From an optimization exercise on the open Yosys and OpenROAD flow, aimed at small area; shortcuts taken in it are not production practice.
Function was checked by simulation only, so behaviour that the tests miss may differ from the original.
No activity file was given, so power comes from the tool's default toggle rates.

==> flow/config.mk <==
export PLATFORM = sky130hd
export DESIGN_NAME = projeto_vinho_top
export DESIGN_NICKNAME = projeto_vinho_top
export VERILOG_FILES = /design/flow/design.v
export SDC_FILE = /design/flow/constraint.sdc
export NUM_CORES = 4
export LEC_CHECK = 0
export CAP_MARGIN = 0
export CORE_MARGIN = 2
export CORE_UTILIZATION = 85
export CTS_BUF_LIST = sky130_fd_sc_hd__clkbuf_8
export PLACE_DENSITY = 0.95
export SLEW_MARGIN = 0
==> flow/constraint.sdc <==
create_clock -name core_clock -period 10.0 [get_ports {CLOCK_50}]
set_input_delay 2.0000 -clock core_clock [delete_from_list [all_inputs] [get_ports {CLOCK_50}]]
set_output_delay 2.0000 -clock core_clock [all_outputs]
set_load 0.01 [all_outputs]
==> flow/design.v <==
module fsm_main (
    input  wire clk,
    input  wire reset,
    input  wire cmd_iniciar,
    input  wire sensor_nivel,
    input  wire alarme_rolha,
    input  wire aprovado,
    input  wire reprovado,
    output wire esteira,
    output wire valvula_ativa,
    output wire vedacao_ativa,
    output wire decrementar_rolha,      
    output wire descarte_ativo,
    output wire garrafa_aprovada,
    output wire posicao_cq
);
    localparam IDLE        = 3'd1;
    localparam ESTEIRA     = 3'd3;
    localparam ENCHENDO    = 3'd7;
    localparam VEDANDO     = 3'd0;
    localparam POSICAO_CQ  = 3'd2;
    localparam DESCARTANDO = 3'd4;
    localparam APROVADO    = 3'd6;
    reg [2:0] estado;
    reg [9:0] r;
    wire fim      = (r == 10'b1001000111);
    wire primeiro = (r == 10'd0);
    wire temporizado = (estado == ESTEIRA) | (estado == VEDANDO) |
                       (estado == DESCARTANDO) | (estado == APROVADO);
    always @(posedge clk or posedge reset) begin
        if (reset) begin
            estado <= IDLE;
            r      <= 10'd0;
        end else begin
            if (temporizado & ~fim)
                r <= {~r[8:0], r[9] ^ r[6]};
            else
                r <= 10'd0;
            case (estado)
                IDLE:        if (cmd_iniciar) estado <= ESTEIRA;
                ESTEIRA:     if (fim) estado <= ENCHENDO;
                ENCHENDO:    if (alarme_rolha) estado <= IDLE;
                             else if (sensor_nivel) estado <= VEDANDO;
                VEDANDO:     if (fim) estado <= POSICAO_CQ;
                POSICAO_CQ:  if (reprovado & ~aprovado) estado <= DESCARTANDO;
                             else if (aprovado & ~reprovado) estado <= APROVADO;
                DESCARTANDO: if (fim) estado <= ESTEIRA;
                APROVADO:    if (fim) estado <= ESTEIRA;
                default:     estado <= IDLE;
            endcase
        end
    end
    assign esteira           = (estado == ESTEIRA) & ~primeiro;
    assign valvula_ativa     = (estado == ENCHENDO);
    assign vedacao_ativa     = (estado == VEDANDO);
    assign decrementar_rolha = (estado == VEDANDO) & primeiro;
    assign posicao_cq        = (estado == POSICAO_CQ);
    assign descarte_ativo    = (estado == DESCARTANDO);
    assign garrafa_aprovada  = (estado == APROVADO);
endmodule
module contador_rolhas (
    input  wire clk,
    input  wire reset,
    input  wire decrementar,            
    input  wire sw_adicionar_manual,    
    output reg  dispensador_ativo,
    output reg  alarme_rolha_vazia,
    output reg  [4:0] dezena,
    output reg  [4:0] unidade
);
    reg [9:0] r;
    reg       gasto;
    wire [4:0] u = unidade;
    wire [4:0] d = dezena;
    wire u0  = ~u[4] & ~u[0];
    wire u1  = ~u[1] &  u[0];
    wire u5  =  u[4] &  u[0];
    wire u9  =  u[4] & ~u[3];
    wire d0  = ~d[4] & ~d[0];
    wire d9  =  d[4] & ~d[3];
    wire c0  = d0 & u0;
    wire c1  = d0 & u1;
    wire c5  = d0 & u5;
    wire c99 = d9 & u9;
    wire fim   = (r == 10'b1001000111);
    wire repor = gasto & r[4];
    wire soma = ~repor & sw_adicionar_manual & ~c99;
    wire sub  = ~repor & ~soma & decrementar & ~c0;
    wire [4:0] u_mais  = {u[3:0], ~u[4]};
    wire [4:0] u_menos = {~u[0], u[4:1]};
    wire [4:0] u_prox  = (soma | sub) ? (soma ? u_mais : u_menos) : (u ^ {5{repor}});
    wire d_mais1 = (soma & u9) | (repor & ~u[4]);
    wire d_mais2 = repor & u[4];
    wire d_menos = sub & u0;
    wire d_fica  = ~(d_mais1 | d_mais2 | d_menos);
    wire [4:0] d_prox = ({5{d_fica}}  & d) |
                        ({5{d_mais1}} & {d[3:0], ~d[4]}) |
                        ({5{d_mais2}} & {1'b0, d[1], d[0], 2'b11}) |
                        ({5{d_menos}} & {~d[0], d[4:1]});
    always @(posedge clk or posedge reset) begin
        if (reset) begin
            r                  <= 10'd0;
            dispensador_ativo  <= 1'b0;
            gasto              <= 1'b0;
            alarme_rolha_vazia <= 1'b0;
            dezena             <= 5'b00011;      
            unidade            <= 5'b00000;
        end else begin
            if (dispensador_ativo)
                r <= {~r[8:0], r[9] ^ r[6]};
            else
                r <= 10'd0;
            if (dispensador_ativo & fim) begin
                dispensador_ativo <= 1'b0;
                gasto             <= 1'b1;
            end else if (c5 & ~gasto) begin
                dispensador_ativo <= 1'b1;
            end
            unidade <= u_prox;
            dezena  <= d_prox;
            alarme_rolha_vazia <= c0 | (c1 & decrementar);
        end
    end
endmodule
module contador_duzias_v2 (
    input  wire clk,
    input  wire reset,
    input  wire incrementar,
    output reg  [3:0] contador_valor    
);
    reg [3:0] doze;                      
    reg       incrementar_prev;
    wire pulso_subida = incrementar & ~incrementar_prev;
    wire doze_fim     = doze[3] & doze[1] & doze[0];                  
    wire valor_fim    = contador_valor[3] & contador_valor[1];        
    always @(posedge clk or posedge reset) begin
        if (reset) begin
            contador_valor   <= 4'd0;
            doze             <= 4'd0;
            incrementar_prev <= 1'b0;
        end else begin
            incrementar_prev <= incrementar;
            if (pulso_subida) begin
                if (doze_fim) begin
                    doze <= 4'd0;
                    contador_valor <= valor_fim ? 4'd0 : contador_valor + 4'd1;
                end else begin
                    doze <= doze + 4'd1;
                end
            end
        end
    end
endmodule
module debounce (
    input  wire clk,
    input  wire reset,
    input  wire button_in,
    output reg  pulse_out
);
    reg       button_sync_0;
    reg       button_sync_1;
    reg       button_stable_n;         
    reg [4:0] r;
    wire differ = ~(button_sync_1 ^ button_stable_n);
    wire fim    = r[2] & r[1] & r[0];
    wire queda  = r[4] & ~r[3] & ~r[1];        
    wire cai    = differ & fim & ~button_stable_n;
    always @(posedge clk or posedge reset) begin
        if (reset) begin
            button_sync_0   <= 1'b1;
            button_sync_1   <= 1'b1;
            button_stable_n <= 1'b0;
            r               <= 5'b00000;
            pulse_out       <= 1'b0;
        end else begin
            button_sync_0 <= button_in;
            button_sync_1 <= button_sync_0;
            pulse_out     <= queda;
            if (differ & fim)
                button_stable_n <= ~button_sync_1;
            if (differ & ~fim)
                r <= {~r[3:0], (r[4] ^ r[1]) & ~queda};
            else
                r <= {cai, 4'b0000};
        end
    end
endmodule
module decodificador_display (
    input  wire [4:0] j,
    output wire [6:0] hex
);
    wire d0 = ~j[4] & ~j[0];
    wire d1 = ~j[1] &  j[0];
    wire d2 = ~j[2] &  j[1];
    wire d3 = ~j[3] &  j[2];
    wire d4 = ~j[4] &  j[3];
    wire d5 =  j[4] &  j[0];
    wire d6 =  j[4] & ~j[0] & j[1];
    wire d7 = ~j[1] &  j[2];
    wire d8 = ~j[2] &  j[3];
    wire d9 = ~j[3] &  j[4];
    assign hex[0] = d1 | d4;
    assign hex[1] = j[4] & j[1];                        
    assign hex[2] = d2;
    assign hex[3] = d1 | d4 | d7;
    assign hex[4] = d1 | d3 | d4 | d5 | d7 | d9;
    assign hex[5] = (j[0] & ~j[3]) | d7;                
    assign hex[6] = ~j[1] & (~j[4] | j[2]);             
endmodule
module projeto_vinho_top (
    input  wire       CLOCK_50,
    input  wire       KEY0,        
    input  wire       KEY1,        
    input  wire [7:0] SW,
    output wire [9:0] LEDR,
    output wire [6:0] HEX0,
    output wire [6:0] HEX1,
    output wire [6:0] HEX2,
    output wire [6:0] HEX3
);
    wire clk   = CLOCK_50;
    wire reset = ~KEY1;
    wire sensor_nivel, aprovado_cq, reprovado_cq, sw_adicionar_rolha, pulso_start;
    debounce debounce_sensor   (.clk(clk), .reset(reset), .button_in(SW[1]), .pulse_out(sensor_nivel));
    debounce debounce_apro_cq  (.clk(clk), .reset(reset), .button_in(SW[2]), .pulse_out(aprovado_cq));
    debounce debounce_repro_cq (.clk(clk), .reset(reset), .button_in(SW[3]), .pulse_out(reprovado_cq));
    debounce debounce_add_rolha(.clk(clk), .reset(reset), .button_in(SW[7]), .pulse_out(sw_adicionar_rolha));
    debounce debounce_start    (.clk(clk), .reset(reset), .button_in(KEY0),  .pulse_out(pulso_start));
    wire alarme_rolha_vazia, dispensador_ativo;
    wire motor_ativo, valvula_ativa, vedacao_ativa, decrementar_rolha;
    wire descarte_ativo, garrafa_aprovada, posicao_cq;
    fsm_main fsm_main_inst (
        .clk(clk),
        .reset(reset),
        .cmd_iniciar(~KEY0),
        .sensor_nivel(sensor_nivel),
        .alarme_rolha(alarme_rolha_vazia),
        .aprovado(aprovado_cq),
        .reprovado(reprovado_cq),
        .esteira(motor_ativo),
        .valvula_ativa(valvula_ativa),
        .vedacao_ativa(vedacao_ativa),
        .decrementar_rolha(decrementar_rolha),
        .descarte_ativo(descarte_ativo),
        .garrafa_aprovada(garrafa_aprovada),
        .posicao_cq(posicao_cq)
    );
    wire [4:0] rolhas_dezena, rolhas_unidade;
    contador_rolhas contador_rolhas_inst (
        .clk(clk),
        .reset(reset),
        .decrementar(decrementar_rolha),
        .sw_adicionar_manual(sw_adicionar_rolha),
        .dispensador_ativo(dispensador_ativo),
        .alarme_rolha_vazia(alarme_rolha_vazia),
        .dezena(rolhas_dezena),
        .unidade(rolhas_unidade)
    );
    wire reset_duzias = reset | pulso_start;
    wire [3:0] duzias;
    contador_duzias_v2 contador_duzias_inst (
        .clk(clk),
        .reset(reset_duzias),
        .incrementar(garrafa_aprovada),
        .contador_valor(duzias)
    );
    assign LEDR = {motor_ativo, valvula_ativa, vedacao_ativa, descarte_ativo,
                   dispensador_ativo, posicao_cq, 3'b000, alarme_rolha_vazia};
    decodificador_display dec_rolhas_u (.j(rolhas_unidade), .hex(HEX0));
    decodificador_display dec_rolhas_d (.j(rolhas_dezena),  .hex(HEX1));
    wire duzias_dez = duzias[3] & duzias[1];
    reg  [6:0] hex2;
    always @(*) begin
        case (duzias)
            4'd0:  hex2 = 7'b1000000;
            4'd1:  hex2 = 7'b1111001;
            4'd2:  hex2 = 7'b0100100;
            4'd3:  hex2 = 7'b0110000;
            4'd4:  hex2 = 7'b0011001;
            4'd5:  hex2 = 7'b0010010;
            4'd6:  hex2 = 7'b0000010;
            4'd7:  hex2 = 7'b1111000;
            4'd8:  hex2 = 7'b0000000;
            4'd9:  hex2 = 7'b0010000;
            4'd10: hex2 = 7'b1000000;
            4'd11: hex2 = 7'b0110000;
            4'd12: hex2 = 7'b0011001;
            4'd13: hex2 = 7'b0010010;
            4'd14: hex2 = 7'b0000010;
            default: hex2 = 7'b1111000;
        endcase
    end
    assign HEX2 = hex2;
    assign HEX3 = duzias_dez ? 7'b1111001 : 7'b1000000;
endmodule
==> flow/flow/run.sh <==
#!/bin/bash
# The standard layout (standard.sh: ORFS from synthesis to the routed
# layout), with these changes:
#  - synthesis is synth_recipe.tcl unchanged except that ORFS's synth.tcl maps
#    the logic with flow/abc.script, an area-oriented ABC script, in place of
#    abc_speed.script, and leaves adders to ABC (no extract_fa/ADDER_MAP_FILE
#    step); registers are mapped before ABC runs, so they are the standard
#    synthesis's, with the same names and cells;
#  - the port buffers that global placement inserts are sky130_fd_sc_hd__buf_1;
#  - right after global placement (flow/downsize.tcl) every logic cell starts
#    at the smallest drive strength of its function; the resizer's
#    repair_design and repair_timing later in the flow upsize whatever slew,
#    load or timing then calls for;
#  - clock tree synthesis uses buf_6 buffers and inserts no dummy loads;
#  - the floorplan does not split the tie cells (SKIP_REPAIR_TIE_FANOUT).
# Each tool's full output goes to standard.log here.
set -euo pipefail
W=$PWD

sed 's|^source \$::env(SCRIPTS_DIR)/synth_preamble.tcl$|&\nset abc_args [lreplace $abc_args 1 1 '"$W"'/flow/abc.script]\nunset -nocomplain ::env(ADDER_MAP_FILE)|' \
  "$FLOW_HOME/scripts/synth.tcl" > "$W/synth_abc.tcl"
grep -q "flow/abc.script" "$W/synth_abc.tcl"
grep -q "unset -nocomplain ::env(ADDER_MAP_FILE)" "$W/synth_abc.tcl"
sed 's|\$::env(SCRIPTS_DIR)/synth.tcl|'"$W"'/synth_abc.tcl|' synth_recipe.tcl > "$W/synth_recipe_abc.tcl"
grep -q "synth_abc.tcl" "$W/synth_recipe_abc.tcl"
sed 's|SYNTH_SCRIPT=[^ ]*synth_recipe.tcl|SYNTH_SCRIPT='"$W"'/synth_recipe_abc.tcl|' standard.sh > "$W/standard_abc.sh"
grep -q "synth_recipe_abc.tcl" "$W/standard_abc.sh"

export BUFFER_PORTS_ARGS="-buffer_cell sky130_fd_sc_hd__buf_1"
export POST_GLOBAL_PLACE_TCL="$W/flow/downsize.tcl"
export CTS_ARGS="-sink_clustering_enable -repair_clock_nets -buf_list sky130_fd_sc_hd__buf_4 -dont_use_dummy_load"
export SKIP_REPAIR_TIE_FANOUT=1
bash "$W/standard_abc.sh" > standard.log 2>&1
==> flow/flow/abc.script <==
&get -n
&st
&put
strash
dch -f
amap
strash
dch -f
amap
strash
dch -f
amap
strash
dch -f
amap
==> flow/flow/downsize.tcl <==
set dmap [dict create \
  sky130_fd_sc_hd__a2111o_2 sky130_fd_sc_hd__a2111o_1 \
  sky130_fd_sc_hd__a2111o_4 sky130_fd_sc_hd__a2111o_1 \
  sky130_fd_sc_hd__a2111oi_1 sky130_fd_sc_hd__a2111oi_0 \
  sky130_fd_sc_hd__a2111oi_2 sky130_fd_sc_hd__a2111oi_0 \
  sky130_fd_sc_hd__a2111oi_4 sky130_fd_sc_hd__a2111oi_0 \
  sky130_fd_sc_hd__a211o_2 sky130_fd_sc_hd__a211o_1 \
  sky130_fd_sc_hd__a211o_4 sky130_fd_sc_hd__a211o_1 \
  sky130_fd_sc_hd__a211oi_2 sky130_fd_sc_hd__a211oi_1 \
  sky130_fd_sc_hd__a211oi_4 sky130_fd_sc_hd__a211oi_1 \
  sky130_fd_sc_hd__a21bo_4 sky130_fd_sc_hd__a21bo_1 \
  sky130_fd_sc_hd__a21boi_2 sky130_fd_sc_hd__a21boi_0 \
  sky130_fd_sc_hd__a21boi_4 sky130_fd_sc_hd__a21boi_0 \
  sky130_fd_sc_hd__a21o_2 sky130_fd_sc_hd__a21o_1 \
  sky130_fd_sc_hd__a21o_4 sky130_fd_sc_hd__a21o_1 \
  sky130_fd_sc_hd__a21oi_2 sky130_fd_sc_hd__a21oi_1 \
  sky130_fd_sc_hd__a21oi_4 sky130_fd_sc_hd__a21oi_1 \
  sky130_fd_sc_hd__a221o_2 sky130_fd_sc_hd__a221o_1 \
  sky130_fd_sc_hd__a221o_4 sky130_fd_sc_hd__a221o_1 \
  sky130_fd_sc_hd__a221oi_2 sky130_fd_sc_hd__a221oi_1 \
  sky130_fd_sc_hd__a221oi_4 sky130_fd_sc_hd__a221oi_1 \
  sky130_fd_sc_hd__a22o_2 sky130_fd_sc_hd__a22o_1 \
  sky130_fd_sc_hd__a22o_4 sky130_fd_sc_hd__a22o_1 \
  sky130_fd_sc_hd__a22oi_2 sky130_fd_sc_hd__a22oi_1 \
  sky130_fd_sc_hd__a22oi_4 sky130_fd_sc_hd__a22oi_1 \
  sky130_fd_sc_hd__a2bb2o_2 sky130_fd_sc_hd__a2bb2o_1 \
  sky130_fd_sc_hd__a2bb2o_4 sky130_fd_sc_hd__a2bb2o_1 \
  sky130_fd_sc_hd__a2bb2oi_2 sky130_fd_sc_hd__a2bb2oi_1 \
  sky130_fd_sc_hd__a2bb2oi_4 sky130_fd_sc_hd__a2bb2oi_1 \
  sky130_fd_sc_hd__a311o_2 sky130_fd_sc_hd__a311o_1 \
  sky130_fd_sc_hd__a311o_4 sky130_fd_sc_hd__a311o_1 \
  sky130_fd_sc_hd__a311oi_2 sky130_fd_sc_hd__a311oi_1 \
  sky130_fd_sc_hd__a311oi_4 sky130_fd_sc_hd__a311oi_1 \
  sky130_fd_sc_hd__a31o_4 sky130_fd_sc_hd__a31o_1 \
  sky130_fd_sc_hd__a31oi_2 sky130_fd_sc_hd__a31oi_1 \
  sky130_fd_sc_hd__a31oi_4 sky130_fd_sc_hd__a31oi_1 \
  sky130_fd_sc_hd__a32o_2 sky130_fd_sc_hd__a32o_1 \
  sky130_fd_sc_hd__a32o_4 sky130_fd_sc_hd__a32o_1 \
  sky130_fd_sc_hd__a32oi_2 sky130_fd_sc_hd__a32oi_1 \
  sky130_fd_sc_hd__a32oi_4 sky130_fd_sc_hd__a32oi_1 \
  sky130_fd_sc_hd__a41o_2 sky130_fd_sc_hd__a41o_1 \
  sky130_fd_sc_hd__a41o_4 sky130_fd_sc_hd__a41o_1 \
  sky130_fd_sc_hd__a41oi_2 sky130_fd_sc_hd__a41oi_1 \
  sky130_fd_sc_hd__a41oi_4 sky130_fd_sc_hd__a41oi_1 \
  sky130_fd_sc_hd__and2_2 sky130_fd_sc_hd__and2_0 \
  sky130_fd_sc_hd__and2_4 sky130_fd_sc_hd__and2_0 \
  sky130_fd_sc_hd__and2b_2 sky130_fd_sc_hd__and2b_1 \
  sky130_fd_sc_hd__and2b_4 sky130_fd_sc_hd__and2b_1 \
  sky130_fd_sc_hd__and3_2 sky130_fd_sc_hd__and3_1 \
  sky130_fd_sc_hd__and3_4 sky130_fd_sc_hd__and3_1 \
  sky130_fd_sc_hd__and3b_2 sky130_fd_sc_hd__and3b_1 \
  sky130_fd_sc_hd__and3b_4 sky130_fd_sc_hd__and3b_1 \
  sky130_fd_sc_hd__and4_2 sky130_fd_sc_hd__and4_1 \
  sky130_fd_sc_hd__and4_4 sky130_fd_sc_hd__and4_1 \
  sky130_fd_sc_hd__and4b_2 sky130_fd_sc_hd__and4b_1 \
  sky130_fd_sc_hd__and4b_4 sky130_fd_sc_hd__and4b_1 \
  sky130_fd_sc_hd__and4bb_4 sky130_fd_sc_hd__and4bb_1 \
  sky130_fd_sc_hd__buf_2 sky130_fd_sc_hd__buf_1 \
  sky130_fd_sc_hd__buf_4 sky130_fd_sc_hd__buf_1 \
  sky130_fd_sc_hd__buf_6 sky130_fd_sc_hd__buf_1 \
  sky130_fd_sc_hd__buf_8 sky130_fd_sc_hd__buf_1 \
  sky130_fd_sc_hd__buf_12 sky130_fd_sc_hd__buf_1 \
  sky130_fd_sc_hd__buf_16 sky130_fd_sc_hd__buf_1 \
  sky130_fd_sc_hd__bufbuf_16 sky130_fd_sc_hd__bufbuf_8 \
  sky130_fd_sc_hd__bufinv_16 sky130_fd_sc_hd__bufinv_8 \
  sky130_fd_sc_hd__fa_2 sky130_fd_sc_hd__fa_1 \
  sky130_fd_sc_hd__fa_4 sky130_fd_sc_hd__fa_1 \
  sky130_fd_sc_hd__ha_2 sky130_fd_sc_hd__ha_1 \
  sky130_fd_sc_hd__ha_4 sky130_fd_sc_hd__ha_1 \
  sky130_fd_sc_hd__inv_4 sky130_fd_sc_hd__inv_1 \
  sky130_fd_sc_hd__inv_6 sky130_fd_sc_hd__inv_1 \
  sky130_fd_sc_hd__inv_8 sky130_fd_sc_hd__inv_1 \
  sky130_fd_sc_hd__inv_12 sky130_fd_sc_hd__inv_1 \
  sky130_fd_sc_hd__inv_16 sky130_fd_sc_hd__inv_1 \
  sky130_fd_sc_hd__maj3_2 sky130_fd_sc_hd__maj3_1 \
  sky130_fd_sc_hd__maj3_4 sky130_fd_sc_hd__maj3_1 \
  sky130_fd_sc_hd__mux2_4 sky130_fd_sc_hd__mux2_1 \
  sky130_fd_sc_hd__mux2_8 sky130_fd_sc_hd__mux2_1 \
  sky130_fd_sc_hd__mux2i_2 sky130_fd_sc_hd__mux2i_1 \
  sky130_fd_sc_hd__mux2i_4 sky130_fd_sc_hd__mux2i_1 \
  sky130_fd_sc_hd__mux4_4 sky130_fd_sc_hd__mux4_2 \
  sky130_fd_sc_hd__mux4_1 sky130_fd_sc_hd__mux4_2 \
  sky130_fd_sc_hd__nand2_2 sky130_fd_sc_hd__nand2_1 \
  sky130_fd_sc_hd__nand2_4 sky130_fd_sc_hd__nand2_1 \
  sky130_fd_sc_hd__nand2_8 sky130_fd_sc_hd__nand2_1 \
  sky130_fd_sc_hd__nand2b_2 sky130_fd_sc_hd__nand2b_1 \
  sky130_fd_sc_hd__nand2b_4 sky130_fd_sc_hd__nand2b_1 \
  sky130_fd_sc_hd__nand3_2 sky130_fd_sc_hd__nand3_1 \
  sky130_fd_sc_hd__nand3_4 sky130_fd_sc_hd__nand3_1 \
  sky130_fd_sc_hd__nand3b_2 sky130_fd_sc_hd__nand3b_1 \
  sky130_fd_sc_hd__nand3b_4 sky130_fd_sc_hd__nand3b_1 \
  sky130_fd_sc_hd__nand4_2 sky130_fd_sc_hd__nand4_1 \
  sky130_fd_sc_hd__nand4_4 sky130_fd_sc_hd__nand4_1 \
  sky130_fd_sc_hd__nand4b_2 sky130_fd_sc_hd__nand4b_1 \
  sky130_fd_sc_hd__nand4b_4 sky130_fd_sc_hd__nand4b_1 \
  sky130_fd_sc_hd__nand4bb_2 sky130_fd_sc_hd__nand4bb_1 \
  sky130_fd_sc_hd__nand4bb_4 sky130_fd_sc_hd__nand4bb_1 \
  sky130_fd_sc_hd__nor2_2 sky130_fd_sc_hd__nor2_1 \
  sky130_fd_sc_hd__nor2_4 sky130_fd_sc_hd__nor2_1 \
  sky130_fd_sc_hd__nor2_8 sky130_fd_sc_hd__nor2_1 \
  sky130_fd_sc_hd__nor2b_2 sky130_fd_sc_hd__nor2b_1 \
  sky130_fd_sc_hd__nor2b_4 sky130_fd_sc_hd__nor2b_1 \
  sky130_fd_sc_hd__nor3_2 sky130_fd_sc_hd__nor3_1 \
  sky130_fd_sc_hd__nor3_4 sky130_fd_sc_hd__nor3_1 \
  sky130_fd_sc_hd__nor3b_2 sky130_fd_sc_hd__nor3b_1 \
  sky130_fd_sc_hd__nor3b_4 sky130_fd_sc_hd__nor3b_1 \
  sky130_fd_sc_hd__nor4_2 sky130_fd_sc_hd__nor4_1 \
  sky130_fd_sc_hd__nor4_4 sky130_fd_sc_hd__nor4_1 \
  sky130_fd_sc_hd__nor4b_2 sky130_fd_sc_hd__nor4b_1 \
  sky130_fd_sc_hd__nor4b_4 sky130_fd_sc_hd__nor4b_1 \
  sky130_fd_sc_hd__nor4bb_2 sky130_fd_sc_hd__nor4bb_1 \
  sky130_fd_sc_hd__nor4bb_4 sky130_fd_sc_hd__nor4bb_1 \
  sky130_fd_sc_hd__o2111a_2 sky130_fd_sc_hd__o2111a_1 \
  sky130_fd_sc_hd__o2111a_4 sky130_fd_sc_hd__o2111a_1 \
  sky130_fd_sc_hd__o2111ai_2 sky130_fd_sc_hd__o2111ai_1 \
  sky130_fd_sc_hd__o2111ai_4 sky130_fd_sc_hd__o2111ai_1 \
  sky130_fd_sc_hd__o211a_4 sky130_fd_sc_hd__o211a_1 \
  sky130_fd_sc_hd__o211ai_2 sky130_fd_sc_hd__o211ai_1 \
  sky130_fd_sc_hd__o211ai_4 sky130_fd_sc_hd__o211ai_1 \
  sky130_fd_sc_hd__o21a_2 sky130_fd_sc_hd__o21a_1 \
  sky130_fd_sc_hd__o21a_4 sky130_fd_sc_hd__o21a_1 \
  sky130_fd_sc_hd__o21ai_2 sky130_fd_sc_hd__o21ai_0 \
  sky130_fd_sc_hd__o21ai_4 sky130_fd_sc_hd__o21ai_0 \
  sky130_fd_sc_hd__o21ba_4 sky130_fd_sc_hd__o21ba_1 \
  sky130_fd_sc_hd__o21bai_2 sky130_fd_sc_hd__o21bai_1 \
  sky130_fd_sc_hd__o21bai_4 sky130_fd_sc_hd__o21bai_1 \
  sky130_fd_sc_hd__o221a_4 sky130_fd_sc_hd__o221a_1 \
  sky130_fd_sc_hd__o221ai_2 sky130_fd_sc_hd__o221ai_1 \
  sky130_fd_sc_hd__o221ai_4 sky130_fd_sc_hd__o221ai_1 \
  sky130_fd_sc_hd__o22a_2 sky130_fd_sc_hd__o22a_1 \
  sky130_fd_sc_hd__o22a_4 sky130_fd_sc_hd__o22a_1 \
  sky130_fd_sc_hd__o22ai_2 sky130_fd_sc_hd__o22ai_1 \
  sky130_fd_sc_hd__o22ai_4 sky130_fd_sc_hd__o22ai_1 \
  sky130_fd_sc_hd__o2bb2a_2 sky130_fd_sc_hd__o2bb2a_1 \
  sky130_fd_sc_hd__o2bb2a_4 sky130_fd_sc_hd__o2bb2a_1 \
  sky130_fd_sc_hd__o2bb2ai_2 sky130_fd_sc_hd__o2bb2ai_1 \
  sky130_fd_sc_hd__o2bb2ai_4 sky130_fd_sc_hd__o2bb2ai_1 \
  sky130_fd_sc_hd__o311a_2 sky130_fd_sc_hd__o311a_1 \
  sky130_fd_sc_hd__o311a_4 sky130_fd_sc_hd__o311a_1 \
  sky130_fd_sc_hd__o311ai_2 sky130_fd_sc_hd__o311ai_0 \
  sky130_fd_sc_hd__o311ai_4 sky130_fd_sc_hd__o311ai_0 \
  sky130_fd_sc_hd__o31a_2 sky130_fd_sc_hd__o31a_1 \
  sky130_fd_sc_hd__o31a_4 sky130_fd_sc_hd__o31a_1 \
  sky130_fd_sc_hd__o31ai_2 sky130_fd_sc_hd__o31ai_1 \
  sky130_fd_sc_hd__o31ai_4 sky130_fd_sc_hd__o31ai_1 \
  sky130_fd_sc_hd__o32a_2 sky130_fd_sc_hd__o32a_1 \
  sky130_fd_sc_hd__o32a_4 sky130_fd_sc_hd__o32a_1 \
  sky130_fd_sc_hd__o32ai_2 sky130_fd_sc_hd__o32ai_1 \
  sky130_fd_sc_hd__o32ai_4 sky130_fd_sc_hd__o32ai_1 \
  sky130_fd_sc_hd__o41a_2 sky130_fd_sc_hd__o41a_1 \
  sky130_fd_sc_hd__o41a_4 sky130_fd_sc_hd__o41a_1 \
  sky130_fd_sc_hd__o41ai_2 sky130_fd_sc_hd__o41ai_1 \
  sky130_fd_sc_hd__o41ai_4 sky130_fd_sc_hd__o41ai_1 \
  sky130_fd_sc_hd__or2_4 sky130_fd_sc_hd__or2_0 \
  sky130_fd_sc_hd__or2b_2 sky130_fd_sc_hd__or2b_1 \
  sky130_fd_sc_hd__or2b_4 sky130_fd_sc_hd__or2b_1 \
  sky130_fd_sc_hd__or3_2 sky130_fd_sc_hd__or3_1 \
  sky130_fd_sc_hd__or3_4 sky130_fd_sc_hd__or3_1 \
  sky130_fd_sc_hd__or3b_4 sky130_fd_sc_hd__or3b_1 \
  sky130_fd_sc_hd__or4_2 sky130_fd_sc_hd__or4_1 \
  sky130_fd_sc_hd__or4_4 sky130_fd_sc_hd__or4_1 \
  sky130_fd_sc_hd__or4b_4 sky130_fd_sc_hd__or4b_1 \
  sky130_fd_sc_hd__or4bb_2 sky130_fd_sc_hd__or4bb_1 \
  sky130_fd_sc_hd__or4bb_4 sky130_fd_sc_hd__or4bb_1 \
  sky130_fd_sc_hd__sdlclkp_2 sky130_fd_sc_hd__sdlclkp_1 \
  sky130_fd_sc_hd__sdlclkp_4 sky130_fd_sc_hd__sdlclkp_1 \
  sky130_fd_sc_hd__xnor2_2 sky130_fd_sc_hd__xnor2_1 \
  sky130_fd_sc_hd__xnor2_4 sky130_fd_sc_hd__xnor2_1 \
  sky130_fd_sc_hd__xnor3_2 sky130_fd_sc_hd__xnor3_1 \
  sky130_fd_sc_hd__xnor3_4 sky130_fd_sc_hd__xnor3_1 \
  sky130_fd_sc_hd__xor2_2 sky130_fd_sc_hd__xor2_1 \
  sky130_fd_sc_hd__xor2_4 sky130_fd_sc_hd__xor2_1 \
  sky130_fd_sc_hd__xor3_2 sky130_fd_sc_hd__xor3_1 \
  sky130_fd_sc_hd__xor3_4 sky130_fd_sc_hd__xor3_1 \
]
# Downsize every logic cell to the smallest cell of the same function, and
# make the port buffers the smallest buffer; repair_design and repair_timing
# later in the flow upsize whatever timing, slew or load then calls for.
set n 0
foreach inst [get_cells *] {
  set ref [get_property $inst ref_name]
  set name [get_full_name $inst]
  if {[dict exists $dmap $ref]} {
    replace_cell $name [dict get $dmap $ref]
    incr n
  } elseif {$ref eq "sky130_fd_sc_hd__clkdlybuf4s50_1" && [regexp {^(input|output)[0-9]+$} $name]} {
    replace_cell $name sky130_fd_sc_hd__buf_1
    incr n
  }
}
puts "downsize: replaced $n cells"
==> flow/standard.sh <==
#!/bin/bash
# synth_recipe.tcl (not shown) runs the flow's synth.tcl, then flattens the netlist and writes it again
# the make line also repeats each setting of config.mk as NAME=value (left out here)
make -C /OpenROAD-flow-scripts/flow DESIGN_CONFIG=/design/flow/config.mk WORK_HOME=/design/flow/orfs CLKGATE_MAP_FILE= SYNTH_SCRIPT=/design/flow/synth_recipe.tcl "${@:-finish}"
==> flow_summary_export.csv, run 1 <==
group,metric,value,unit
status,status,"no timing/DRC/antenna violations",
critical_path,critical_path_arrival,2.18,ns
worst_hold_path,hp-class,"flip-flop to flip-flop",
pwr,powerDensity,261.8,mW/mm^2
grt,grt_pass1_wl,13.20,mm
critical_path,critPathCaptureType,"output pin",
grt,grt_pass1_vias,2857,
logic_synthesis,synthArstFlopShare,100.0,%
cts,cts_buffer_depth,2,
logic_synthesis,yosysWarningCount,5,
logic_synthesis,ys_seq_area_share,61.62,%
grt,antenna_found_initial,0,
grt,grt_overflow,0,
logic_synthesis,synthFlopType,"dfrtp_1",
timing,max_freq,238.9,MHz
cts,cts_buffers,9,
die,dieHeight,69.81,um
logic_synthesis,synth_edf_count,0,
timing,period_share,41.85,%
cts,clock_sinks,90,
die,die-area,0.004873,mm^2
logic_synthesis,netlist_instances,361,
die,std_cell_rows,23,
logic_synthesis,synth_top_cell_by_area,"dfrtp_1",
cts,htree_num_levels,3,
logic_synthesis,synthTopCellsByCount,"dfrtp_1 (77), nor2_1 (72), clkinv_1 (45), nand2_1 (22), buf_4 (19)",
critical_path,crit_path_start_kind,"flip-flop",
pwr,p_leak,0.001609,uW
critical_path,cp.required,8.00,ns
layout,fin_nets,405,
cts,cts_tree,"yes",
critical_path,worstSetupPathType,"flip-flop to output pin",
place,hpwl,5.435,mm
timing,worst_pin_slew,0.8101,ns
drt,vias_per_cell,6.588,
cts,hold_buffers,0,
timing,finalSetupTns,0,ns
timing,slew_headroom,45.88,%
layout,n_fill_cell,120,
logic_synthesis,syn-cell-area,0.003681,mm^2
critical_path,path_max_fanout,3,
die,ios,49,
drt,wirelength,7.686,mm
place,portBuffers,38,
timing,setup_viol,0,
logic_synthesis,syn-num-nets,372,
die,die_w,69.81,um
layout,area_growth,5.065,%
grt,grt_start_max_net_pins,34,
pwr,finalPower,1013,uW
logic_synthesis,syn_area_per_cell,10.20,um^2
logic_synthesis,yosysTopAreaCellShare,52.35,%
drt,routed-via-count,2912,
cts,post_cts_buffers,0,
layout,drive_gt1_share,6.633,%
cts,clk_latency,0.37,ns
cts,cts-resized-gates,0,
timing,finClkSkew,0.02785,ns
die,design.core.area,0.004086,mm^2
pwr,vdd_drop_max,0.0002189,V
drt,drtIter0Drc,391,
cts,cts.clk_slew.worst_paths,0.11,ns
place,dp.cells,433,
drt,drcViolationCount,0,
timing,fin_hold_ws,0.3628,ns
logic_synthesis,synth_seq_cells,90,
logic_synthesis,synth_most_common_cell,"dfrtp_1",
drt,ant_nets,0,
grt,grt_usage,35.40,%
timing,hold_violations,0,
logic_synthesis,synth_cell_types,37,
run,drv_cap,0,
timing,layout_min_cycle_time,4.185,ns
die,start_util,90.08,%
layout,n_antenna_cell,0,
timing,rsz0062_at_grt,"false",
timing,maxSlewViolCount,0,
logic_synthesis,yosys-top-cells-area,"dfrtp_1 (52%), dfstp_2 (9.3%), nor2_1 (7.3%)",
layout,instances_no_fill,442,
drt,dr.pass1.iters,6,
cts,clock_tree.root_cell,"buf_4",
drt,wl_per_cell,17.39,um
-- worst max-delay path, cell delays in order (launching register included) --
cell	delay, ns
dfrtp_1	0.39
or4_1	0.58
nor4bb_1	0.57
nor3_1	0.12
buf_1	0.16
-- registers in the layout, summed over array words and instances, names as in the netlist, 3 cells and up --
name	flops
debounce_apro_cq.r	5
debounce_sensor.r	5
fsm_main_inst.estado	3
contador_duzias_inst.contador_valor	4
contador_duzias_inst.doze	4
debounce_start.r	5
debounce_add_rolha.r	5
debounce_repro_cq.r	5
contador_rolhas_inst.dezena	5
contador_rolhas_inst.unidade	5
contador_rolhas_inst.r	10
fsm_main_inst.r	10
-- layer usage --
metal	GRT usage [%]	vias up	wire, um	share of wire, %
met5	0	-	0	0
met4	17.52	0	285	3.7
met3	8.430	39	641	8.3
met2	55.87	198	3742	49
met1	46.95	1381	3017	39
li1	-	1294	-	-
-- final cells by class --
type | instances | area, um^2 | share of cell area, %
Inverter | 45 | 168.9 | 4.368
Sequential cell | 90 | 2268 | 58.65
Tap cell | 50 | 62.56 | 1.618
Timing Repair Buffer | 41 | 198.9 | 5.144
Multi-Input combinational cell | 207 | 1101 | 28.47
Clock buffer | 9 | 67.56 | 1.747
-- through the flow --
stage,area (um^2),util [%],setup slack [ns]
finish,3867,94.64,5.815
global route,3867,94.64,5.731
CTS,3867,94.64,5.847
detailed placement,3800,92.99,6.272
global placement,3755,91.89,6.338
floorplan,3681,-,6.507
-- cells in the final DEF, fill, tap and decap left out, types with 3 or more instances in the layout --
cell type	netlist	layout
dfrtp_1	77	77
nor2_1	72	72
clkinv_1	45	45
buf_1	0	37
nand2_1	22	22
o21ai_0	18	18
o22ai_1	14	14
o221ai_1	13	13
dfstp_2	13	13
nor3_1	12	12
buf_4	19	9
nand3_1	7	7
a21oi_1	7	7
nor3b_1	5	5
a2111oi_0	5	5
nor4_1	3	3
-- cells by family (layout without fill, tap and decap cells) --
logic type,Yosys count,after routing,share of synthesized area [%]
and+or+nand+nor,132,132,15.87
DFF,90,90,61.62
AOI/OAI and AO/OA,73,73,13.83
buffers and inverters,64,95,8.464
other,2,2,0.2040
-- power by group --
group	total (uW)	internal, uW	switching (uW)
combinational	299	107	193
clock	147	46.1	101
sequential	566	475	91.3
total	1010	628	385
-- worst paths after layout --
| kind | startpoint | endpoint | slack [ns] | cells after the start |
|---|---|---|---|---|
| setup / recovery | fsm_main_inst.r[5]$_DFF_PN0_ | LEDR[9] | 5.82 | 4 |
| hold / removal | debounce_start.button_sync_0$_DFF_PN1_ | debounce_start.button_sync_1$_DFF_PN1_ | 0.36 | 0 |
| setup reg to reg | contador_rolhas_inst.unidade[4]$_DFF_PN0_ | contador_rolhas_inst.dezena[4]$_DFF_PN0_ | 7.05 | 10 |
| hold reg to reg | debounce_start.button_sync_0$_DFF_PN1_ | debounce_start.button_sync_1$_DFF_PN1_ | 0.36 | 0 |
| max in group asynchronous | KEY1 | contador_duzias_inst.incrementar_prev$_DFF_PP0_ | 7.08 | 3 |
| min in group asynchronous | debounce_start.pulse_out$_DFF_PN0_ | contador_duzias_inst.contador_valor[1]$_DFFE_PP0P_ | 0.46 | 1 |
==> run 2: changes to the inputs <==
--- a/flow/flow/run.sh
+++ b/flow/flow/run.sh
@@ -11,7 +11,7 @@
 #    at the smallest drive strength of its function; the resizer's
 #    repair_design and repair_timing later in the flow upsize whatever slew,
 #    load or timing then calls for;
-#  - clock tree synthesis uses buf_6 buffers and inserts no dummy loads;
+#  - clock tree synthesis uses buf_4 buffers and inserts no dummy loads;
 #  - the floorplan does not split the tie cells (SKIP_REPAIR_TIE_FANOUT).
 # Each tool's full output goes to standard.log here.
 set -euo pipefail
--- a/flow/config.mk
+++ b/flow/config.mk
@@ -7,7 +7,7 @@
 export LEC_CHECK = 0
 export CAP_MARGIN = 0
 export CORE_MARGIN = 2
-export CORE_UTILIZATION = 85
+export CORE_UTILIZATION = 78
 export CTS_BUF_LIST = sky130_fd_sc_hd__clkbuf_8
-export PLACE_DENSITY = 0.95
+export PLACE_DENSITY = 0.85
 export SLEW_MARGIN = 0
==> flow_summary_export.csv, run 2 <==
group,metric,value,unit
die,dieHeight,72.70,um
layout,design_area,0.003870,mm^2
pwr,pwr-share-clk,14.6,%
die,start_util,82.83,%
die,die-area,0.005285,mm^2
critical_path,worstSetupPathType,"flip-flop to output pin",
cts,cts_buffers,9,
place,placed_cell_area,0.003802,mm^2
cts,clock_sinks,90,
timing,finalSetupTns,0,ns
timing,maxSlewViolCount,0,
cts,cts-resized-gates,0,
logic_synthesis,synth_cell_types,37,
timing,period_share,40.40,%
logic_synthesis,yosysTopAreaCellShare,52.35,%
logic_synthesis,ys_seq_area_share,61.62,%
timing,finClkSkew,0.02016,ns
die,design.core.area,0.004444,mm^2
drt,ant_nets,0,
grt,grt_pass1_vias,2672,
critical_path,critPathCaptureType,"output pin",
pwr,vdd_drop_max,0.0002294,V
critical_path,r2r-start,"contador_rolhas_inst.unidade[4]$_DFF_PN0_",
layout,final_cell_mix,"dfrtp_1 (77), nor2_1 (72), clkinv_1 (45)",
pwr,swShare,37.81,%
drt,drtIter0Drc,211,
layout,n_antenna_cell,0,
critical_path,cp.required,8.00,ns
critical_path,slowest_stage,"or4_1",
logic_synthesis,synthFlopType,"dfrtp_1",
logic_synthesis,yosysWarningCount,5,
pwr,powerDensity,260.9,mW/mm^2
layout,drive_gt1_share,6.633,%
logic_synthesis,syn-cell-area,0.003681,mm^2
drt,wirelength,7.410,mm
critical_path,critPathLaunch,"fsm_main_inst.r[5]$_DFF_PN0_",
grt,grt_usage,31.34,%
drt,dr.pass1.iters,5,
die,ios,49,
pwr,seqPwrFrac,56.7,%
layout,reg_top3,"contador_rolhas_inst.r x10, fsm_main_inst.r x10",
logic_synthesis,synth_most_common_cell,"dfrtp_1",
timing,max_freq,247.5,MHz
logic_synthesis,synth_edf_count,0,
drt,routed-via-count,2814,
critical_path,path_max_fanout,3,
layout,final_util,87.08,%
pwr,p_comb_share,28.7,%
drt,wl_per_cell,16.69,um
drt,drcViolationCount,0,
die,std_cell_rows,24,
layout,n_fill_cell,227,
pwr,p_leak,0.001609,uW
logic_synthesis,synthArstFlopShare,100.0,%
run,drv_cap,0,
logic_synthesis,syn_area_per_cell,10.20,um^2
cts,hold_buffers,0,
critical_path,worst-path-buf-inv,1,
worst_hold_path,hp-start,"debounce_start.button_sync_0$_DFF_PN1_",
pwr,p_switching,381.8,uW
grt,grt_pass1_wl,12.22,mm
worst_hold_path,hp-class,"flip-flop to flip-flop",
layout,multi_input_area,0.001101,mm^2
pwr,p_int,627.9,uW
logic_synthesis,yosys-top-cells-area,"dfrtp_1 (52%), dfstp_2 (9.3%), nor2_1 (7.3%)",
logic_synthesis,synth_top_cell_by_area,"dfrtp_1",
grt,antenna_found_initial,0,
timing,hold_violations,0,
place,portBuffers,38,
critical_path,path_delay_family,"simple AND/OR/NAND/NOR gates",
cts,clk_latency,0.36,ns
layout,area_growth,5.133,%
timing,setup_viol,0,
timing,worst_pin_slew,0.7425,ns
timing,rsz0062_at_grt,"false",
logic_synthesis,synthTopCellsByCount,"dfrtp_1 (77), nor2_1 (72), clkinv_1 (45), nand2_1 (22), buf_4 (19)",
cts,cts_buffer_depth,2,
layout,seqCellArea,0.002268,mm^2
critical_path,crit_path_start_kind,"flip-flop",
grt,grt_overflow,0,
drt,vias_per_cell,6.338,
cts,clock_tree.root_cell,"buf_4",
die,die_w,72.70,um
status,status,"no timing/DRC/antenna violations",
cts,htree_num_levels,3,
place,hpwl,5.261,mm
critical_path,crit_path_max_incr_delay,0.56,ns
logic_synthesis,netlist_instances,361,
logic_synthesis,synth_seq_cells,90,
critical_path,path_cells,"or4_1, nor4bb_1, nor3_1, buf_1",
cts,cts.clk_slew.worst_paths,0.11,ns
logic_synthesis,syn-num-nets,372,
cts,post_cts_buffers,0,
timing,slew_headroom,50.40,%
grt,grt_start_max_net_pins,34,
critical_path,critical_path_arrival,2.04,ns
cts,cts_tree,"yes",
layout,fin_nets,405,
layout,final_common_cell,"dfrtp_1",
timing,layout_min_cycle_time,4.040,ns
[run 2: logic make-up after synthesis]
logic type | count (synthesis) | synth area share (%)
AND/OR/NAND/NOR | 132 | 15.87
other | 2 | 0.2040
AO/OA/AOI/OAI | 73 | 13.83
flip-flops | 90 | 61.62
buffers and inverters | 64 | 8.464
[run 2: area by class of cell]
class	instances	share of cell area, %
inverters	45	4.365
multi-input cells	207	28.45
clock buffers	9	1.746
flip-flops and latches	90	58.62
well taps	52	1.681
repair buffers	41	5.141
[run 2: path summary, 6_finish.rpt]
path	end	slack [ns]	cells after the start
min in group asynchronous	contador_duzias_inst.contador_valor[2]$_DFFE_PP0P_	0.43	1
worst max-delay path	LEDR[9]	5.96	4
worst min-delay path	debounce_start.button_sync_1$_DFF_PN1_	0.36	0
worst max register to register	contador_rolhas_inst.dezena[4]$_DFF_PN0_	7.32	10
worst min register to register	debounce_start.button_sync_1$_DFF_PN1_	0.36	0
max in group asynchronous	debounce_add_rolha.button_sync_0$_DFF_PN1_	7.36	4
[run 2: power by group through the flow]
| stage | Combinational [uW] | Clock, uW | Sequential (uW) |
|---|---|---|---|
| final | 289 | 148 | 573 |
| after floorplan | 214 | 0 | 542 |
| after global routing | 325 | 160 | 584 |
| after CTS | 289 | 149 | 568 |
| after global placement | 266 | 0 | 558 |
| after detailed placement | 287 | 0 | 571 |
[run 2: stage by stage]
stage               worst slack, ns  power, uW  instances  hold slack (ns)
global placement              6.344      823.3        433           0.3460
CTS                           5.941       1006        444           0.3602
floorplan                     6.507      756.2        361           0.3452
finish                        5.960       1010        444           0.3577
global route                  5.860       1068        444           0.3653
detailed placement            6.333      857.1        435           0.3488
[run 2: per-layer routing]
layer	track usage [%]	up-vias	share of wire [%]
met3	6.492	22	4.7
met2	52.02	116	51
met1	40.34	1375	42
met5	0	-	0
li1	-	1301	-
met4	14.20	0	2.4
==> run 3: changes to the inputs <==
--- a/flow/config.mk
+++ b/flow/config.mk
@@ -7,7 +7,7 @@
 export LEC_CHECK = 0
 export CAP_MARGIN = 0
 export CORE_MARGIN = 2
-export CORE_UTILIZATION = 78
+export CORE_UTILIZATION = 70
 export CTS_BUF_LIST = sky130_fd_sc_hd__clkbuf_8
 export PLACE_DENSITY = 0.85
 export SLEW_MARGIN = 0
==> flow_summary_export.csv, run 3 <==
group,metric,value,unit
status,status,"no timing/DRC/antenna violations",
timing,layout_min_cycle_time,4.093,ns
grt,grt_pass1_wl,11.16,mm
logic_synthesis,syn-cell-area,0.003681,mm^2
place,portBuffers,38,
timing,slew_headroom,49.65,%
grt,grt_overflow,0,
timing,finalSetupTns,0,ns
pwr,p_leak,0.001597,uW
layout,final_util,76.16,%
drt,drcViolationCount,0,
cts,htree_num_levels,3,
pwr,vdd_drop_max,0.0001788,V
cts,cts-resized-gates,0,
timing,finClkSkew,0.03646,ns
layout,final_common_cell,"dfrtp_1",
logic_synthesis,synthTopCellsByCount,"dfrtp_1 (77), nor2_1 (72), clkinv_1 (45), nand2_1 (22), buf_4 (19)",
timing,worst_pin_slew,0.7537,ns
worst_hold_path,whs_path_depth,0,
grt,antenna_found_initial,0,
timing,period_share,40.93,%
logic_synthesis,yosysTopAreaCellShare,52.35,%
logic_synthesis,synth_edf_count,0,
worst_hold_path,hp-class,"flip-flop to flip-flop",
timing,max_freq,244.3,MHz
die,ios,49,
critical_path,cp.required,8.00,ns
die,start_util,72.53,%
critical_path,worstSetupPathType,"flip-flop to output pin",
critical_path,critical_path_arrival,2.09,ns
layout,n_antenna_cell,0,
grt,grt_pass1_vias,2483,
logic_synthesis,synthMuxAreaShare,0,%
logic_synthesis,yosys-top-cells-area,"dfrtp_1 (52%), dfstp_2 (9.3%), nor2_1 (7.3%)",
layout,drive_gt1_share,6.394,%
logic_synthesis,ys_seq_area_share,61.62,%
layout,n_fill_cell,345,
grt,grt_start_max_net_pins,37,
die,std_cell_rows,26,
timing,hold_violations,0,
logic_synthesis,synthFlopType,"dfrtp_1",
drt,wl_per_cell,13.72,um
die,die_w,76.52,um
critical_path,crit_path_start_kind,"flip-flop",
layout,final_cell_mix,"dfrtp_1 (77), nor2_1 (72), clkinv_1 (45)",
cts,clk_latency,0.36,ns
critical_path,path_max_fanout,3,
cts,clock_sinks,90,
die,design.core.area,0.005075,mm^2
critical_path,path_depth,4,
logic_synthesis,synth_fa_ha_area_share,0,%
cts,cts_tree,"yes",
die,dieHeight,76.52,um
layout,seqCellArea,0.002268,mm^2
drt,vias_per_cell,5.798,
logic_synthesis,synth_top_cell_by_area,"dfrtp_1",
cts,cts.clk_slew.worst_paths,0.11,ns
critical_path,critPathCaptureType,"output pin",
pwr,powerDensity,255.1,mW/mm^2
logic_synthesis,synth_seq_cells,90,
timing,rsz0062_at_grt,"false",
cts,post_cts_buffers,0,
critical_path,slowest_stage,"nor4bb_1",
logic_synthesis,synth-simple-area-share,15.87,%
logic_synthesis,yosysWarningCount,5,
timing,setup_viol,0,
die,die-area,0.005855,mm^2
critical_path,crit_path_max_incr_delay,0.59,ns
logic_synthesis,synth_most_common_cell,"dfrtp_1",
critical_path,r2r_cells,6,
layout,multi_input_area,0.001101,mm^2
layout,area_growth,4.997,%
drt,drtIter0Drc,199,
critical_path,worst-path-buf-inv,1,
timing,maxSlewViolCount,0,
logic_synthesis,synthArstFlopShare,100.0,%
drt,routed-via-count,2673,
cts,hold_buffers,0,
drt,ant_nets,0,
logic_synthesis,synth_compound_area_share,13.83,%
logic_synthesis,synth_xor_area_share,0,%
place,hpwl,4.607,mm
drt,wirelength,6.324,mm
logic_synthesis,synth_cell_types,37,
run,drv_cap,0,
logic_synthesis,syn-num-nets,372,
layout,fin_nets,404,
cts,cts_buffer_depth,2,
critical_path,path_delay_family,"simple AND/OR/NAND/NOR gates",
cts,cts_buffers,9,
logic_synthesis,netlist_instances,361,
logic_synthesis,synth_top_family_by_area,"simple AND/OR/NAND/NOR gates",
layout,reg_top3,"contador_rolhas_inst.r x10, fsm_main_inst.r x10",
logic_synthesis,syn_area_per_cell,10.20,um^2
critical_path,path_cells,"or4_1, nor4bb_1, nor3_1, buf_1",
drt,dr.pass1.iters,5,
cts,clock_tree.root_cell,"buf_4",
grt,grt_usage,24.17,%
run 3: changes by cell type in the layout (fill, tap and decap cells not counted):
cell / change
buf_16: -1
run 3: worst paths after layout:
check                                                        from                                            endpoint  slack [ns]
min in group asynchronous      debounce_start.pulse_out$_DFF_PN0_  contador_duzias_inst.contador_valor[2]$_DFFE_PP0P_        0.44
min                        debounce_start.button_sync_0$_DFF_PN1_              debounce_start.button_sync_1$_DFF_PN1_        0.35
max                                  fsm_main_inst.r[5]$_DFF_PN0_                                             LEDR[9]        5.91
max in group asynchronous                                    KEY1            contador_duzias_inst.doze[2]$_DFFE_PP0P_        7.30
max reg2reg                          fsm_main_inst.r[5]$_DFF_PN0_            contador_rolhas_inst.dezena[4]$_DFF_PN0_        7.22
min reg2reg                debounce_start.button_sync_0$_DFF_PN1_              debounce_start.button_sync_1$_DFF_PN1_        0.35
run 3: logic make-up after synthesis:
group	count (synthesis)
buf+inv	64
simple gates	132
flops	90
other cells	2
compound gates	73
run 3: stage by stage:
step	setup WS, ns	hold WS [ns]	instance area, um^2	power [uW]	std cells
2_1_floorplan	6.507	0.3452	3681	756.2	361
3_3_place_gp	6.307	0.3458	3780	824.6	451
3_5_place_dp	6.253	0.3469	3797	845.9	452
4_1_cts	5.886	0.3469	3865	989.6	461
5_1_grt	5.773	0.3486	3865	1059	461
6_report	5.907	0.3523	3865	986.0	461
run 3: final cells by class:
type | count | area share [%]
sequential | 90 | 58.69
tap | 70 | 2.266
inverter | 45 | 4.370
clock buffer | 9 | 1.748
timing repair buffer | 40 | 4.435
multi-input combinational | 207 | 28.49
run 3: worst register-to-register path: stages (launching register included):
cell,delay [ns]
dfrtp_1,0.38
or4_1,0.55
nor4bb_1,0.59
nand3_1,0.35
nor2_1,0.41
or3_1,0.24
o221ai_1,0.14
run 3: layer usage:
metal,GRT usage (%),wire length (um),up-vias
li1,-,-,1295
met1,35.00,2985,1276
met2,35.31,2913,86
met3,6.872,302,16
met4,9.455,123,0
met5,0,0,-
run 3: power by group:
part / leakage, uW / switching (uW) / internal (uW)
combinational: 0.000471 / 175 / 106
sequential: 0.00108 / 86.0 / 475
clock: 0.0000432 / 98.3 / 46.1
total: 0.00160 / 359 / 627
==> run 4: changes to the inputs <==
--- a/flow/design.v
+++ b/flow/design.v
@@ -30,12 +30,7 @@
     always @(posedge clk or posedge reset) begin
         if (reset) begin
             estado <= IDLE;
-            r      <= 10'd0;
         end else begin
-            if (temporizado & ~fim)
-                r <= {~r[8:0], r[9] ^ r[6]};
-            else
-                r <= 10'd0;
             case (estado)
                 IDLE:        if (cmd_iniciar) estado <= ESTEIRA;
                 ESTEIRA:     if (fim) estado <= ENCHENDO;
@@ -50,6 +45,11 @@
             endcase
         end
     end
+    always @(posedge clk)
+        if (temporizado & ~fim)
+            r <= {~r[8:0], r[9] ^ r[6]};
+        else
+            r <= 10'd0;
     assign esteira           = (estado == ESTEIRA) & ~primeiro;
     assign valvula_ativa     = (estado == ENCHENDO);
     assign vedacao_ativa     = (estado == VEDANDO);
@@ -99,17 +99,12 @@
                         ({5{d_menos}} & {~d[0], d[4:1]});
     always @(posedge clk or posedge reset) begin
         if (reset) begin
-            r                  <= 10'd0;
             dispensador_ativo  <= 1'b0;
             gasto              <= 1'b0;
             alarme_rolha_vazia <= 1'b0;
             dezena             <= 5'b00011;      
             unidade            <= 5'b00000;
         end else begin
-            if (dispensador_ativo)
-                r <= {~r[8:0], r[9] ^ r[6]};
-            else
-                r <= 10'd0;
             if (dispensador_ativo & fim) begin
                 dispensador_ativo <= 1'b0;
                 gasto             <= 1'b1;
@@ -121,6 +116,11 @@
             alarme_rolha_vazia <= c0 | (c1 & decrementar);
         end
     end
+    always @(posedge clk)
+        if (dispensador_ativo)
+            r <= {~r[8:0], r[9] ^ r[6]};
+        else
+            r <= 10'd0;
 endmodule
 module contador_duzias_v2 (
     input  wire clk,
@@ -151,7 +151,9 @@
         end
     end
 endmodule
-module debounce (
+module debounce #(
+    parameter PULSO_RESET = 1
+) (
     input  wire clk,
     input  wire reset,
     input  wire button_in,
@@ -171,11 +173,9 @@
             button_sync_1   <= 1'b1;
             button_stable_n <= 1'b0;
             r               <= 5'b00000;
-            pulse_out       <= 1'b0;
         end else begin
             button_sync_0 <= button_in;
             button_sync_1 <= button_sync_0;
-            pulse_out     <= queda;
             if (differ & fim)
                 button_stable_n <= ~button_sync_1;
             if (differ & ~fim)
@@ -184,6 +184,16 @@
                 r <= {cai, 4'b0000};
         end
     end
+    generate
+        if (PULSO_RESET) begin : pulso_com_reset
+            always @(posedge clk or posedge reset)
+                if (reset) pulse_out <= 1'b0;
+                else       pulse_out <= queda;
+        end else begin : pulso_sem_reset
+            always @(posedge clk)
+                pulse_out <= queda;
+        end
+    endgenerate
 endmodule
 module decodificador_display (
     input  wire [4:0] j,
@@ -221,9 +231,9 @@
     wire clk   = CLOCK_50;
     wire reset = ~KEY1;
     wire sensor_nivel, aprovado_cq, reprovado_cq, sw_adicionar_rolha, pulso_start;
-    debounce debounce_sensor   (.clk(clk), .reset(reset), .button_in(SW[1]), .pulse_out(sensor_nivel));
-    debounce debounce_apro_cq  (.clk(clk), .reset(reset), .button_in(SW[2]), .pulse_out(aprovado_cq));
-    debounce debounce_repro_cq (.clk(clk), .reset(reset), .button_in(SW[3]), .pulse_out(reprovado_cq));
+    debounce #(.PULSO_RESET(0)) debounce_sensor   (.clk(clk), .reset(reset), .button_in(SW[1]), .pulse_out(sensor_nivel));
+    debounce #(.PULSO_RESET(0)) debounce_apro_cq  (.clk(clk), .reset(reset), .button_in(SW[2]), .pulse_out(aprovado_cq));
+    debounce #(.PULSO_RESET(0)) debounce_repro_cq (.clk(clk), .reset(reset), .button_in(SW[3]), .pulse_out(reprovado_cq));
     debounce debounce_add_rolha(.clk(clk), .reset(reset), .button_in(SW[7]), .pulse_out(sw_adicionar_rolha));
     debounce debounce_start    (.clk(clk), .reset(reset), .button_in(KEY0),  .pulse_out(pulso_start));
     wire alarme_rolha_vazia, dispensador_ativo;
==> flow_summary_export.csv, run 4 <==
group,metric,value,unit
status,status,"no timing/DRC/antenna violations",
logic_synthesis,synth_seq_cells,90,
place,portBuffers,38,
pwr,seqPwrFrac,57.2,%
logic_synthesis,ys_seq_area_share,60.34,%
timing,slew_headroom,46.61,%
timing,hold_violations,0,
critical_path,path_delay_family,"buffers and inverters",
cts,clock_tree.root_cell,"buf_4",
grt,grt_pass1_wl,9.915,mm
logic_synthesis,syn-num-nets,372,
place,hpwl,4.602,mm
pwr,finalPower,977.9,uW
logic_synthesis,syn-cell-area,0.003568,mm^2
grt,grt_pass1_vias,2385,
cts,post_cts_buffers,0,
layout,final_common_cell,"nor2_1",
cts,cts_buffers,9,
critical_path,cp.required,8.00,ns
die,dieHeight,75.40,um
drt,drtIter0Drc,127,
pwr,powerDensity,261.0,mW/mm^2
cts,clock_sinks,90,
logic_synthesis,synth_cell_types,38,
critical_path,r2r-start,"contador_rolhas_inst.unidade[4]$_DFF_PN0_",
logic_synthesis,synthArstFlopShare,74.44,%
logic_synthesis,netlist_instances,361,
run,drv_cap,0,
timing,maxSlewViolCount,0,
logic_synthesis,yosysWarningCount,6,
logic_synthesis,synth_edf_count,0,
cts,cts-resized-gates,0,
cts,hold_buffers,0,
worst_hold_path,min_to,"debounce_start.button_sync_1$_DFF_PN1_",
cts,clk_latency,0.35,ns
pwr,p_int,626.4,uW
cts,cts.clk_slew.worst_paths,0.10,ns
logic_synthesis,synthTopCellsByCount,"nor2_1 (73), dfrtp_1 (54), clkinv_1 (45), dfxtp_1 (23), buf_4 (19)",
critical_path,path_max_fanout,6,
timing,setup_viol,0,
die,die_w,75.40,um
critical_path,crit_top_cell,"clkinv_1",
logic_synthesis,syn_area_per_cell,9.885,um^2
place,dp.cells,449,
timing,max_freq,266.3,MHz
cts,htree_num_levels,3,
timing,fin_hold_ws,0.3628,ns
timing,layout_min_cycle_time,3.755,ns
critical_path,crit_path_start_kind,"flip-flop",
pwr,p_comb_share,28.0,%
timing,rsz0062_at_grt,"false",
critical_path,timing.rr.end,"contador_rolhas_inst.dezena[4]$_DFF_PN0_",
drt,routed-via-count,2602,
critical_path,worstSetupPathType,"flip-flop to output pin",
critical_path,r2r_cells,10,
drt,vias_per_cell,5.681,
critical_path,slowest_stage,"dfrtp_1",
logic_synthesis,synth_top_cell_by_area,"dfrtp_1",
layout,reg_top3,"contador_rolhas_inst.r x10, fsm_main_inst.r x10",
drt,wirelength,6.111,mm
worst_hold_path,hp-class,"flip-flop to flip-flop",
logic_synthesis,synthFlopType,"dfrtp_1",
drt,ant_nets,0,
timing,finalSetupTns,0,ns
layout,area_growth,4.979,%
die,die-area,0.005685,mm^2
worst_hold_path,whs_path_depth,0,
layout,drive_gt1_share,6.394,%
layout,n_antenna_cell,0,
layout,final_cell_mix,"nor2_1 (73), dfrtp_1 (54), clkinv_1 (45)",
layout,fin_nets,404,
die,start_util,74.08,%
grt,grt_overflow,0,
pwr,pwr-share-clk,14.8,%
timing,finClkSkew,0.03228,ns
logic_synthesis,synth_most_common_cell,"nor2_1",
die,ios,49,
pwr,vdd_drop_max,0.0002071,V
pwr,p_switching,351.5,uW
critical_path,path_cells,"clkinv_1, nor2_1, clkinv_1, nor3_1, buf_1",
critical_path,worst-path-buf-inv,3,
timing,period_share,37.55,%
critical_path,critical_path_arrival,1.75,ns
critical_path,critPathCaptureType,"output pin",
grt,antenna_found_initial,0,
drt,drcViolationCount,0,
drt,wl_per_cell,13.34,um
pwr,swShare,35.94,%
grt,grt_usage,23.37,%
cts,cts_buffer_depth,2,
die,design.core.area,0.004817,mm^2
cts,cts_tree,"yes",
critical_path,reg2reg_slack,7.34,ns
worst_hold_path,hp-start,"debounce_start.button_sync_0$_DFF_PN1_",
timing,worst_pin_slew,0.7992,ns
drt,dr.pass1.iters,4,
logic_synthesis,yosys-top-cells-area,"dfrtp_1 (38%), dfxtp_1 (13%), dfstp_2 (9.6%)",
die,std_cell_rows,25,
grt,grt_start_max_net_pins,34,
critical_path,crit_path_max_incr_delay,0.39,ns
logic_synthesis,yosysTopAreaCellShare,37.87,%
pwr,p_leak,0.001536,uW
layout,instances_no_fill,458,
[run 4: kinds of logic after synthesis]
group,Yosys count,share of synthesized area [%]
AO/OA/AOI/OAI,72,14.06
buffers and inverters,64,8.731
other,2,0.2105
AND/OR/NAND/NOR,133,16.66
flip-flops,90,60.34
[run 4: how the worst max path moves through the flow]
stage,start,to,slack (ns),depth (start not counted)
floorplan,contador_rolhas_inst.dezena[0]$_DFF_PN1_,HEX1[4],6.65,5
global placement,KEY1,contador_duzias_inst.contador_valor[2]$_DFFE_PP0P_,6.66,3
detailed placement,KEY1,contador_duzias_inst.contador_valor[2]$_DFFE_PP0P_,6.64,3
CTS,fsm_main_inst.estado[1]$_DFFE_PN0P_,LEDR[9],6.27,5
global route,fsm_main_inst.estado[1]$_DFFE_PN0P_,LEDR[9],6.13,5
finish,fsm_main_inst.estado[1]$_DFFE_PN0P_,LEDR[9],6.25,5
[run 4: power by group through the flow]
| stage | sequential [uW] | combinational [uW] | clock [uW] |
|---|---|---|---|
| 6_report | 559 | 274 | 145 |
| 4_1_cts | 558 | 277 | 149 |
| 2_1_floorplan | 542 | 213 | 0 |
| 3_5_place_dp | 565 | 276 | 0 |
| 5_1_grt | 573 | 313 | 162 |
| 3_3_place_gp | 559 | 262 | 0 |
[run 4: through the flow]
step           util [%]  instance area, um^2  setup slack (ns)
4_1_cts           77.77                 3746             6.265
3_5_place_dp      76.36                 3679             6.636
3_3_place_gp      76.00                 3661             6.661
6_report          77.77                 3746             6.245
5_1_grt           77.77                 3746             6.129
2_1_floorplan         -                 3568             6.652
[run 4: area by class of cell]
cell class	instances	area [um^2]
clock buffer	9	67.56
fill	348	1071
inverter	45	168.9
multi-input combinational	207	1104
sequential	90	2153
tap	67	83.83
timing repair buffer	40	168.9
[run 4: layer usage]
metal	global-route usage, %	wire (um)	up-vias
li1	-	-	1296
met1	28.90	2712	1230
met2	38.94	3018	63
met3	4.894	249	13
met4	12.28	130	0
met5	0	0	-

[port drivers added, routing unchanged]
In the flow no input, the clock included, has a driving cell. The finished layouts below were timed again as built, in two steps.
Step 1: set_driving_cell puts a clkbuf_16 on CLOCK_50 and a buf_2 on each other input, an assumption about the parent block.
Step 2, shift: input delay + t, output delay - t, t = (earliest + latest rising clock arrival at the registers) / 2. This alone moves slack from input paths to output paths.
a / b / c = ideal / step 1 / step 2; a / b = the first two.
| run | shift t [ns] | setup WS [ns] | hold WS [ns] | cell pins on the clock port's net |
|---|---|---|---|---|
| run 1 | 0.386 | 5.815 / 5.787 / 6.173 | 0.363 / 0.363 / 0.363 | 1 |
| run 2 | 0.377 | 5.960 / 5.932 / 6.309 | 0.358 / 0.358 / 0.358 | 1 |
| run 3 | 0.364 | 5.907 / 5.882 / 6.247 | 0.352 / 0.352 / 0.352 | 1 |
| run 4 | 0.365 | 6.245 / 6.219 / 6.584 | 0.363 / 0.363 / 0.363 | 1 |
After both steps setup and hold are still met in every run listed.
